Source: an optimization exercise on an open RTL-to-GDS flow (aim: small area, a short achievable clock period and few clock cycles per item). Production flows keep margins and buffers that such runs may drop.
Where RTL was checked, it was by simulation tests only, not by an equivalence proof against the original.
Power figures rest on the tool's default switching activity, not on a simulated workload.

// ALU_top
module ALU_top(
    input soc_clk,
    input reset,
    input [31:0] ALU_dat1,
    input [31:0] ALU_dat2,
    input [5:0] Instruction_from_CU,
    output ALU_overflow,
    output ALU_con_met,
    output ALU_zero,
    output ALU_err,
    output ALU_ready,
    output [31:0] ALU_out,
    output ALU_accept
);
For scale: ~35 flip-flops, about 6300 sq um of cells after synthesis.
==> flow/config.mk <==
export PLATFORM = sky130hd
export DESIGN_NAME = ALU_top
export DESIGN_NICKNAME = ALU_top
export VERILOG_FILES = /design/flow/design.v
export SDC_FILE = /design/flow/constraint.sdc
export NUM_CORES = 4
export LEC_CHECK = 0
export ABC_AREA = 1
export CAP_MARGIN = 20
export CORE_MARGIN = 2
export CORE_UTILIZATION = 60
export SLEW_MARGIN = 20
==> flow/constraint.sdc <==
create_clock -name core_clock -period 14.0 [get_ports {soc_clk}]
set_input_delay 2.8000 -clock core_clock [delete_from_list [all_inputs] [get_ports {soc_clk}]]
set_output_delay 2.8000 -clock core_clock [all_outputs]
set_load 0.01 [all_outputs]
standard.sh (not shown) runs the stock make flow with config.mk's settings and CLKGATE_MAP_FILE= SYNTH_SCRIPT=/design/flow/synth_recipe.tcl, a recipe that flattens the netlist after the stock synthesis.
==> flow/flow/run.sh <==
#!/bin/bash
# The standard ORFS layout (standard.sh) with these changes:
# - synthesis leaves adders to ABC instead of extracting half/full-adder cells
#   (ADDER_MAP_FILE empty); everything else in synthesis is the standard script,
#   so the registers and their names are the standard synthesis's;
# - plain buf_2 port buffers;
# - a setup margin so that the repair steps size the logic for a shorter period;
# - clock tree synthesis without dummy balancing loads.
set -euo pipefail
bash standard.sh ADDER_MAP_FILE= "BUFFER_PORTS_ARGS=-buffer_cell sky130_fd_sc_hd__buf_2" SETUP_SLACK_MARGIN=8.0 \
  "CTS_ARGS=-sink_clustering_enable -repair_clock_nets -dont_use_dummy_load" finish > standard.log 2>&1
Change:
==> flow/flow/run.sh (replaced) <==
#!/bin/bash
# Standard ORFS layout (the standard.sh), with plain buf_2 port buffers and a
# setup margin so that the repair steps size the logic for a shorter period.
set -euo pipefail
bash standard.sh "BUFFER_PORTS_ARGS=-buffer_cell sky130_fd_sc_hd__buf_2" SETUP_SLACK_MARGIN=8.0 finish > standard.log 2>&1
--- a/flow/config.mk
+++ b/flow/config.mk
@@ -11 +11 @@
-export CORE_UTILIZATION = 60
+export CORE_UTILIZATION = 40
What happened: Fmax rose by 1.3%. Worst setup slack improves by 0.075 ns. Routed wire length fell by 7.4%. Total power rose by 17%. Worst hold slack hardly moves. Synthesized cell count fell by 16%. Global-route usage fell by 14 points. Cell count fell by 10%. Cell area fell by 4.3%. Via count fell by 16%.
No functional check of the RTL was part of any run of this note.

* * *

Another version of the RTL of ALU_top (not shown whole).
Size: roughly 35 flip-flops, roughly 110 I/O pins.
clock: 14.0 ns
lec_check: 0
abc_area: 1
cap_margin: 20
core_margin: 2
core_utilization: 60
slew_margin: 20
==> flow/flow/run.sh <==
#!/bin/bash
# Standard ORFS layout (the standard.sh), with plain buf_2 port buffers, a
# setup margin so that the repair steps size the logic for a shorter period,
# and clock tree synthesis without dummy balancing loads.
set -euo pipefail
bash standard.sh "BUFFER_PORTS_ARGS=-buffer_cell sky130_fd_sc_hd__buf_2" SETUP_SLACK_MARGIN=7.9 \
  "CTS_ARGS=-sink_clustering_enable -repair_clock_nets -dont_use_dummy_load" finish > standard.log 2>&1
The first run completed with no timing, DRC or antenna violations.
Testbench counts at the start, summed over its fixed seeds: cycles 24,000, items 12,000.
Next try:
==> flow/flow/run.sh (replaced) <==
#!/bin/bash
# Standard ORFS layout (the standard.sh), with plain buf_2 port buffers, a
# setup margin so that the repair steps size the logic for a shorter period,
# and clock tree synthesis without dummy balancing loads.
set -euo pipefail
bash standard.sh "BUFFER_PORTS_ARGS=-buffer_cell sky130_fd_sc_hd__buf_2" SETUP_SLACK_MARGIN=8.5 RECOVER_POWER=100 \
  "CTS_ARGS=-sink_clustering_enable -repair_clock_nets -dont_use_dummy_load" finish > standard.log 2>&1
Effect: With this change the flow ran to the end with violations: max-capacitance violations, max-slew violations; worst setup slack loses 2.3 ns; global-route usage grows by 1.5 points; power grows by roughly a tenth.

* * *

Setup of wip/harbor:
RTL: one of the versions met above, not the one the previous note started from.
Size in the first run: about 1000 cells after synthesis, roughly 110 I/O pins.
clock: 14.0 ns
lec_check: 0
abc_area: 1
cap_margin: 20
core_margin: 2
core_utilization: 60
slew_margin: 20
==> flow/flow/run.sh <==
#!/bin/bash
# Standard ORFS layout (the standard.sh), with plain buf_2 port buffers, a
# setup margin so that the repair steps size the logic for a shorter period,
# and clock tree synthesis without dummy balancing loads.
set -euo pipefail
bash standard.sh "BUFFER_PORTS_ARGS=-buffer_cell sky130_fd_sc_hd__buf_2" SETUP_SLACK_MARGIN=8.0 \
  "CTS_ARGS=-sink_clustering_enable -repair_clock_nets -dont_use_dummy_load" finish > standard.log 2>&1
Setup changes, wip/harbor to wip/sierra
- CORE_UTILIZATION changed from 60 to 40
==> flow/flow/run.sh <==
#!/bin/bash
# Standard ORFS layout (the standard.sh), with plain buf_2 port buffers and a
# setup margin so that the repair steps size the logic for a shorter period.
set -euo pipefail
bash standard.sh "BUFFER_PORTS_ARGS=-buffer_cell sky130_fd_sc_hd__buf_2" SETUP_SLACK_MARGIN=8.5 finish > standard.log 2>&1
Findings:
Looking at flip-flop and latch share of the layout cell area, wip/sierra sits 1.0 points lower than wip/harbor does. Summary — count of buffer and inverter cells on the critical path, wip/sierra relative to wip/harbor: lower, by 1. Number of non-clock buffers sits higher in wip/sierra than in wip/harbor. wip/sierra against wip/harbor: post-CTS setup buffer count saw an increase, hold slack +0.0042 ns. Compared to wip/harbor, the router laid down more metal wire for wip/sierra. [compare] base=wip/harbor new=wip/sierra: worst-case vdd ir drop moved down; power moved up.
## Diff of input files: wip/garnet against wip/sierra
- CORE_UTILIZATION: 40 -> 60
==> flow/flow/run.sh <==
#!/bin/bash
# Standard ORFS layout (the standard.sh), with plain buf_2 port buffers and a
# setup margin so that the repair steps size the logic for a shorter period.
set -euo pipefail
bash standard.sh "BUFFER_PORTS_ARGS=-buffer_cell sky130_fd_sc_hd__buf_2" SETUP_SLACK_MARGIN=8.0 finish > standard.log 2>&1
## What came out
- Measured against each other, wip/sierra and wip/garnet differ in fraction of the cycle the final worst path needs, the lower figure coming from wip/sierra.
- Compared with wip/sierra, in wip/garnet wire length of the first global-routing pass went down by 3500 µm, final instance count without filler cells went down by about 6%, final area went down by about 8%.
- Summary of wip/garnet over wip/sierra: worst slew margin relative to its limit has increased; final critical delay including setup and external delays has increased; met1 global-route usage has increased; fmax has decreased.
- wip/garnet has power in the clock group below what wip/sierra had.
diff inputs: wip/garnet => wip/umber
==> flow/flow/run.sh <==
#!/bin/bash
# Standard ORFS layout (the standard.sh), with plain buf_2 port buffers, a
# setup margin so that the repair steps size the logic for a shorter period,
# and clock tree synthesis without dummy balancing loads.
set -euo pipefail
bash standard.sh "BUFFER_PORTS_ARGS=-buffer_cell sky130_fd_sc_hd__buf_2" SETUP_SLACK_MARGIN=8.15 \
  "CTS_ARGS=-sink_clustering_enable -repair_clock_nets -dont_use_dummy_load" finish > standard.log 2>&1
### Flow results
wip/umber: no failed stages, no open violations at the end
Taking wip/garnet as the reference point, the endpoint arrival time on the critical path of wip/umber falls by 0.05 ns.
The final standard cell count with taps included and fillers excluded of wip/garnet and that of wip/umber are within noise of each other.
| least setup slack across all paths after layout | lower: wip/garnet |
The internal power consumption in wip/umber is 0.926 times that in wip/garnet.
Compared with wip/garnet, wip/umber shows a maximum frequency that is about 0.55% higher.
The run showing the smaller clock period minus worst slack is wip/umber.
Comparing final cell area excluding filler cells for wip/garnet and wip/umber, the bigger number came from wip/umber.
No run of this note included a check of the RTL's function; only the layout flow was run.

* * *

RTL: one of the versions met above, not the one the previous note started from.
Size in the first run: ~1000 cells after synthesis, ~35 flip-flops, about 0.0057 sq mm of cells after synthesis.
clock: 14.0 ns
lec_check: 0
abc_area: 1
cap_margin: 20
core_margin: 2
core_utilization: 40
slew_margin: 20
==> flow/flow/run.sh <==
#!/bin/bash
# Standard ORFS layout (the standard.sh), with plain buf_2 port buffers and a
# setup margin so that the repair steps size the logic for a shorter period.
set -euo pipefail
bash standard.sh "BUFFER_PORTS_ARGS=-buffer_cell sky130_fd_sc_hd__buf_2" SETUP_SLACK_MARGIN=8.5 finish > standard.log 2>&1
Testbench counts at the start, summed over its fixed seeds: cycles 24,000, items 12,000.
==> next run, changes <==
==> flow/flow/run.sh (replaced) <==
#!/bin/bash
# Standard ORFS layout (the standard.sh), with plain buf_2 port buffers, a
# setup margin so that the repair steps size the logic for a shorter period,
# and clock tree synthesis without dummy balancing loads.
set -euo pipefail
bash standard.sh "BUFFER_PORTS_ARGS=-buffer_cell sky130_fd_sc_hd__buf_2" SETUP_SLACK_MARGIN=8.25 \
  "CTS_ARGS=-sink_clustering_enable -repair_clock_nets -dont_use_dummy_load" finish > standard.log 2>&1
CORE_UTILIZATION = 60   (was 40)
Sequential share of layout area went up by 0.58 points.
Cell area went down by 5.5%.
Clock skew stays the same.
Clock power is lower by 38%.
Wire length drops by 7.6%.
Global-route usage went up by 11 points.
Non-clock buffer count falls by 17.
Synthesized cell count stays the same.
==> next run, changes <==
==> flow/flow/run.sh (replaced) <==
#!/bin/bash
# Standard ORFS layout (the standard.sh), with plain buf_2 port buffers and a
# setup margin so that the repair steps size the logic for a shorter period.
set -euo pipefail
bash standard.sh "BUFFER_PORTS_ARGS=-buffer_cell sky130_fd_sc_hd__buf_2" SETUP_SLACK_MARGIN=7.5 finish > standard.log 2>&1
The changed run passed the timing, design-rule and antenna checks.
Cell count is lower slightly.
Total power climbs by a few percent.
Maximum frequency is lower by a little under a tenth.
Sequential share of layout area came out higher by 0.44 points.
Sequential power barely changes.
==> next run, changes <==
==> flow/flow/run.sh (replaced) <==
#!/bin/bash
# Standard ORFS layout (the standard.sh), with plain buf_2 port buffers, a
# setup margin so that the repair steps size the logic for a shorter period,
# and clock tree synthesis without dummy balancing loads.
set -euo pipefail
bash standard.sh "BUFFER_PORTS_ARGS=-buffer_cell sky130_fd_sc_hd__buf_2" SETUP_SLACK_MARGIN=8.15 \
  "CTS_ARGS=-sink_clustering_enable -repair_clock_nets -dont_use_dummy_load -sink_clustering_size 40 -buf_list sky130_fd_sc_hd__clkbuf_8" finish > standard.log 2>&1
The new run ran to the end with no violations.
Final cell count climbs by 0.41%.
Die area does not change.
Wire length climbs by 1.5%.
First-iteration DRC count climbs by 9.9%.
Critical path depth climbs by 3.
Final area climbs by 1.3%.
Global-route usage barely changes.
Combinational power climbs by about 2%.
==> next run, changes <==
==> flow/flow/run.sh (replaced) <==
#!/bin/bash
# The standard ORFS layout (standard.sh) with these changes:
# - plain buf_2 port buffers (every port is still buffered);
# - a setup margin so that the repair steps size the logic for a shorter period;
# - clock tree synthesis without dummy balancing loads;
# - power recovery on half the paths after global routing (downsizes gates
#   that have slack to spare).
# Synthesis is the standard one. The full make output goes to standard.log.
set -euo pipefail
bash standard.sh "BUFFER_PORTS_ARGS=-buffer_cell sky130_fd_sc_hd__buf_2" SETUP_SLACK_MARGIN=8.15 RECOVER_POWER=50 \
  "CTS_ARGS=-sink_clustering_enable -repair_clock_nets -dont_use_dummy_load" finish > standard.log 2>&1
Outcome: The new run finished clean; maximum frequency hardly moves; power decreases by 0.43%; hold slack is about the same; utilization decreases by 0.47 points; wire length hardly moves; sequential power is about the same; synthesized cell count does not change; setup slack is better by 11 ps.

-- port drivers added, routing unchanged --
Ports are ideal in the flow. The routed layouts listed here were re-timed in OpenROAD. Step 1 assumes that a clkbuf_16 drives the clock port and a buf_2 every other input. Step 2 moves the port delays by t, midway between the first and last clock arrival at a register: inputs arrive t later, outputs are due t later. That takes back most of the time a late clock gives input paths. a / b / c = ideal / step 1 / step 2; a / b = the first two.
run	t, ns	setup slack, ns	slew at the worst register clock pin (ns)	worst data-port slew with drivers (ns)
the first run of note 1	0.318	8.148 / 8.155 / 7.838	0.07 / 0.07	0.04
the second run of note 1	0.323	8.223 / 8.243 / 7.920	0.06 / 0.06	0.05
the first run of note 2	0.316	8.209 / 8.217 / 7.901	0.07 / 0.07	0.04
the second run of note 2	0.318	5.886 / 5.896 / 5.578	0.07 / 0.07	0.06
wip/harbor	0.327	8.274 / 8.294 / 7.967	0.08 / 0.08	0.05
wip/sierra	0.328	8.607 / 8.628 / 8.300	0.06 / 0.06	0.05
wip/garnet	0.329	8.299 / 8.314 / 7.985	0.09 / 0.09	0.05
wip/umber	0.327	8.330 / 8.354 / 8.027	0.08 / 0.08	0.05
the first run of note 4	0.320	8.487 / 8.479 / 8.159	0.06 / 0.06	0.06
the second run of note 4	0.316	8.385 / 8.382 / 8.066	0.07 / 0.07	0.04
the third run of note 4	0.320	7.850 / 7.856 / 7.536	0.09 / 0.09	0.04
the fourth run of note 4	0.315	8.377 / 8.374 / 8.059	0.07 / 0.07	0.04
the fifth run of note 4	0.318	8.388 / 8.387 / 8.069	0.07 / 0.07	0.04
The setup slack of the first run of note 4, which loses most, moves by -0.008 ns with the drivers and by -0.328 ns with both steps.
